What follows belongs to an exercise in optimizing a design on an open flow for small area; a production flow would make more cautious choices.
Function was checked by simulation only, so behaviour that the tests miss may differ from the original.
No driver is modelled on the clock port, so clock power and skew are understated where the tree is cut down; a real chip needs a root buffer or a tree.
Power and IR drop assume default switching activity.

==> exp/yarrow: inputs <==
Design sync, start of the top module:
module sync (
  input  wire       clk,
  output reg        hs,
  output reg        vs,
  input  wire       reset,    
  output wire [3:0] R,
  output wire [3:0] G,
  output wire [3:0] B,
  input  wire       btn       
);
  reg        r_q, gl_q, c0_q;
  wire gh_q = gl_q | (r_q & c0_q);
  wire b_q  = c0_q & (gl_q | ~r_q);
  assign R = {4{r_q}};
  assign G = {gh_q, gl_q, gh_q, gl_q};
  assign B = {4{b_q}};
  reg [2:0] seg;
  reg [7:0] hc_p;    
  wire [7:0] hc = hc_p ^ 8'b10101010;
  wire s_fp = ~seg[0] & ~seg[2];
  wire s_sy = ~seg[1] & seg[0];
  wire s_bp = ~seg[2] & seg[1];
  wire s_d0 = seg[0] & seg[2];
  wire s_d1 = seg[1] & ~seg[0];
  wire s_d2 = seg[2] & ~seg[1];
  wire h_end = (hc[6] & ~hc[5] & hc[4] & hc[3] & ~hc[2] & ~hc[1] & hc[0]);    
  wire line_end = s_d2 & h_end;
  reg [7:0] h_ld;    
  always @(*) begin
    case (seg)
      3'b000: h_ld = 8'b00000110;
      3'b001: h_ld = 8'b10000010;
      3'b011: h_ld = 8'b00101000;
      3'b111: h_ld = 8'b00101000;
      3'b110: h_ld = 8'b00001010;
      3'b100: h_ld = 8'b00000010;
      default: h_ld = 8'bx;
    endcase
  end
  always @(posedge clk or negedge reset) begin
    if (!reset) seg <= 3'b000;
    else if (h_end) seg <= {seg[1:0], ~seg[2]};
  end
  always @(posedge clk or negedge reset) begin
  ...
clock: 10.0 ns
lec_check: 0
cap_margin: 20
core_margin: 2
core_utilization: 40
slew_margin: 20
standard.sh (not shown) runs the stock make flow with config.mk's settings and CLKGATE_MAP_FILE= SYNTH_SCRIPT=/design/flow/synth_recipe.tcl, a recipe that flattens the netlist after the stock synthesis.
==> flow/flow/run.sh <==
#!/bin/bash
# The standard layout (standard.sh: the standard synthesis script and the
# ORFS flow), with these changes given on the make command line:
#  - synthesis runs synth_recipe.tcl unchanged except for its final technology
#    mapping (ORFS synth.tcl's "abc" call, after dfflibmap, so the registers
#    are exactly the standard synthesis's): instead of ORFS's speed script it
#    maps with each area-oriented ABC script in flow/abc and keeps the
#    smallest result (flow/abc_best.tcl)
#  - every port buffer is the smallest buffer cell, buf_1, instead of the
#    tool's own pick (each input and output port still gets its buffer); the
#    reset input, which fans out to every asynchronously reset flip-flop,
#    then has its buffer upsized to buf_4 (flow/reset_buf.tcl, run right
#    after buffer_ports and global placement)
set -o pipefail
here=$PWD
{
  echo "set ::abc_scripts_dir $here/flow/abc"
  echo "set ::abc_area_file $here/abc_area.txt"
  cat flow/abc_best.tcl
  cat synth_recipe.tcl
} > synth_best.tcl
bash standard.sh \
  SYNTH_SCRIPT="$here/synth_best.tcl" \
  BUFFER_PORTS_ARGS="-buffer_cell sky130_fd_sc_hd__buf_1" \
  POST_GLOBAL_PLACE_TCL="$here/flow/reset_buf.tcl" \
  POST_CTS_TCL="$here/flow/post_cts.tcl" \
  CTS_ARGS="-sink_clustering_enable -repair_clock_nets -dont_use_dummy_load" \
  GPL_TIMING_DRIVEN=0 \
  finish > standard.log 2>&1
==> flow/flow/clk_merge.tcl <==
# Merge the clock tree's smallest leaf cluster into the other leaves: each of
# its flip-flops is moved to the nearest remaining leaf buffer, as long as no
# leaf then drives more than max_sinks clock pins, and the emptied leaf
# buffer is deleted.
set max_sinks 18
set leaves {}
foreach inst [get_cells -filter "ref_name =~ sky130_fd_sc_hd__clkbuf_*"] {
  set onet [get_nets -of_objects [get_pins -of_objects $inst -filter "direction==output"]]
  set sinks [get_pins -of_objects $onet -filter "direction==input"]
  set allff 1
  foreach p $sinks {
    if {![string match "sky130_fd_sc_hd__df*" [get_property [get_cells -of_objects $p] ref_name]]} { set allff 0 }
  }
  if {$allff && [llength $sinks] > 0} { lappend leaves [list $inst $onet $sinks] }
}
proc xy {inst} {
  return [[sta::sta_to_db_inst $inst] getLocation]
}
set n [llength $leaves]
set total 0
foreach l $leaves { incr total [llength [lindex $l 2]] }
puts "clock leaves: $n, sinks $total"
if {$n >= 2 && $total <= $max_sinks * ($n - 1)} {
  set leaves [lsort -command {apply {{a b} {expr {[llength [lindex $a 2]] - [llength [lindex $b 2]]}}}} $leaves]
  set victim [lindex $leaves 0]
  set others [lrange $leaves 1 end]
  set count {}
  foreach o $others { lappend count [llength [lindex $o 2]] }
  set moves {}
  foreach p [lindex $victim 2] {
    lassign [xy [get_cells -of_objects $p]] px py
    set best -1; set bd 1e30
    for {set i 0} {$i < [llength $others]} {incr i} {
      if {[lindex $count $i] >= $max_sinks} { continue }
      lassign [xy [lindex [lindex $others $i] 0]] bx by
      set d [expr {abs($bx - $px) + abs($by - $py)}]
      if {$d < $bd} { set bd $d; set best $i }
    }
    lappend moves [list $p $best]
    lset count $best [expr {[lindex $count $best] + 1}]
  }
  set vnet [lindex $victim 1]
  foreach m $moves {
    lassign $m p i
    set tnet [lindex [lindex $others $i] 1]
    disconnect_pin [get_full_name $vnet] $p
    connect_pin [get_full_name $tnet] $p
  }
  set vinst [lindex $victim 0]
  set vname [get_full_name $vinst]
  set inpin [get_pins -of_objects $vinst -filter "direction==input"]
  disconnect_pin [get_full_name [get_nets -of_objects $inpin]] $inpin
  delete_instance $vname
  puts "merged clock leaf $vname ([llength $moves] sinks) into the others: $count"
}
==> flow/flow/post_cts.tcl <==
set here [file dirname [info script]]
source $here/clk_merge.tcl
source $here/clk_root.tcl
Other scripts of this flow, unchanged in this note and not shown: flow/flow/abc/b.script, flow/flow/abc/g.script, flow/flow/abc/i.script, flow/flow/abc/m1.script, flow/flow/abc/m2.script, flow/flow/abc/m7.script, flow/flow/abc/m8.script, flow/flow/abc/m9.script, flow/flow/abc/n1.script, flow/flow/abc/n2.script, flow/flow/abc/n3.script, flow/flow/abc/n4.script, flow/flow/abc/n5.script, flow/flow/abc_best.tcl, flow/flow/clk_root.tcl, flow/flow/reset_buf.tcl
==> exp/zinc: changes against exp/yarrow <==
--- a/flow/flow/run.sh
+++ b/flow/flow/run.sh
@@ -25,5 +25,4 @@
   POST_GLOBAL_PLACE_TCL="$here/flow/reset_buf.tcl" \
-  POST_CTS_TCL="$here/flow/post_cts.tcl" \
-  CTS_ARGS="-sink_clustering_enable -repair_clock_nets -dont_use_dummy_load" \
-  GPL_TIMING_DRIVEN=0 \
+  POST_CTS_TCL="$here/flow/clk_root.tcl" \
+  CTS_ARGS="-repair_clock_nets -dont_use_dummy_load" \
   finish > standard.log 2>&1
removed: flow/flow/clk_merge.tcl
removed: flow/flow/post_cts.tcl
==> exp/willow: changes against exp/yarrow <==
--- a/flow/flow/run.sh
+++ b/flow/flow/run.sh
@@ -27,3 +27,3 @@
   CTS_ARGS="-sink_clustering_enable -repair_clock_nets -dont_use_dummy_load" \
-  GPL_TIMING_DRIVEN=0 \
+  SLEW_MARGIN=0 CAP_MARGIN=0 \
   finish > standard.log 2>&1
==> qor summary <==
Status: exp/willow finished clean; exp/yarrow finished clean; exp/zinc finished clean
Buffers excl. clock: exp/willow 17; exp/yarrow 28; exp/zinc 17
Sequential logic power: exp/willow 256 uW; exp/yarrow 255 uW; exp/zinc 256 uW
Sequential cell area share: exp/willow 55.80%; exp/yarrow 53.66%; exp/zinc 55.43%
Clk tree area frac: exp/willow 1.993%; exp/yarrow 1.916%; exp/zinc 2.639%
Worst-case reg-to-reg path depth: exp/willow 11; exp/yarrow 10; exp/zinc 11
Fin util: exp/willow 43.87%; exp/yarrow 45.62%; exp/zinc 44.16%
Total global-route track usage: exp/willow 14.38%; exp/yarrow 13.82%; exp/zinc 14.40%
Clock transition time at the flip-flop clock pins of the worst setup and hold paths: exp/willow 0.11 ns; exp/yarrow 0.11 ns; exp/zinc 0.09 ns
Vias in the first global route: exp/willow 1,356; exp/yarrow 1,327; exp/zinc 1,356
Final-stage net count: exp/willow 222; exp/yarrow 233; exp/zinc 222
Crit path required time: exp/willow 10.07 ns; exp/yarrow 10.09 ns; exp/zinc 10.06 ns
DP HPWL: exp/willow 2.447 mm; exp/yarrow 2.487 mm; exp/zinc 2.447 mm
Reported clock group power: exp/willow 77.6 uW; exp/yarrow 79.1 uW; exp/zinc 85.6 uW
Static Leakage: exp/willow 0.0008446 uW; exp/yarrow 0.0009041 uW; exp/zinc 0.0008518 uW
Share of post-route cells with drive strength above 1: exp/willow 4.167%; exp/yarrow 8.811%; exp/zinc 4.608%
Post-route worst setup slack: exp/willow 6.603 ns; exp/yarrow 6.229 ns; exp/zinc 6.635 ns
Worst-case vdd ir drop: exp/willow 123.7 uV; exp/yarrow 151.1 uV; exp/zinc 119.4 uV

-- separate check: timing with driven ports --
In the flow no input, the clock included, has a driving cell. The finished layouts below were timed again as built, in two steps.
Step 1 sets driving cells, clkbuf_16 on the clock port and buf_2 on the other inputs (assumed; they add their load-dependent delay and slew).
Step 2, shift: input delay + t, output delay - t, t = (earliest + latest rising clock arrival at the registers) / 2. This alone moves slack from input paths to output paths.
a / b / c = ideal ports / drivers / drivers and shift; a / b = the first two.
run	t, ns	setup WS [ns]	hold slack, ns	slew at the worst register clock pin (ns)
exp/yarrow	0.197	6.229 / 6.229 / 6.229	0.373 / 0.373 / 0.373	0.11 / 0.11
exp/zinc	0.192	6.635 / 6.635 / 6.635	0.391 / 0.391 / 0.391	0.09 / 0.09
exp/willow	0.200	6.603 / 6.603 / 6.603	0.391 / 0.391 / 0.391	0.11 / 0.11
After both steps every run listed still meets setup and hold.
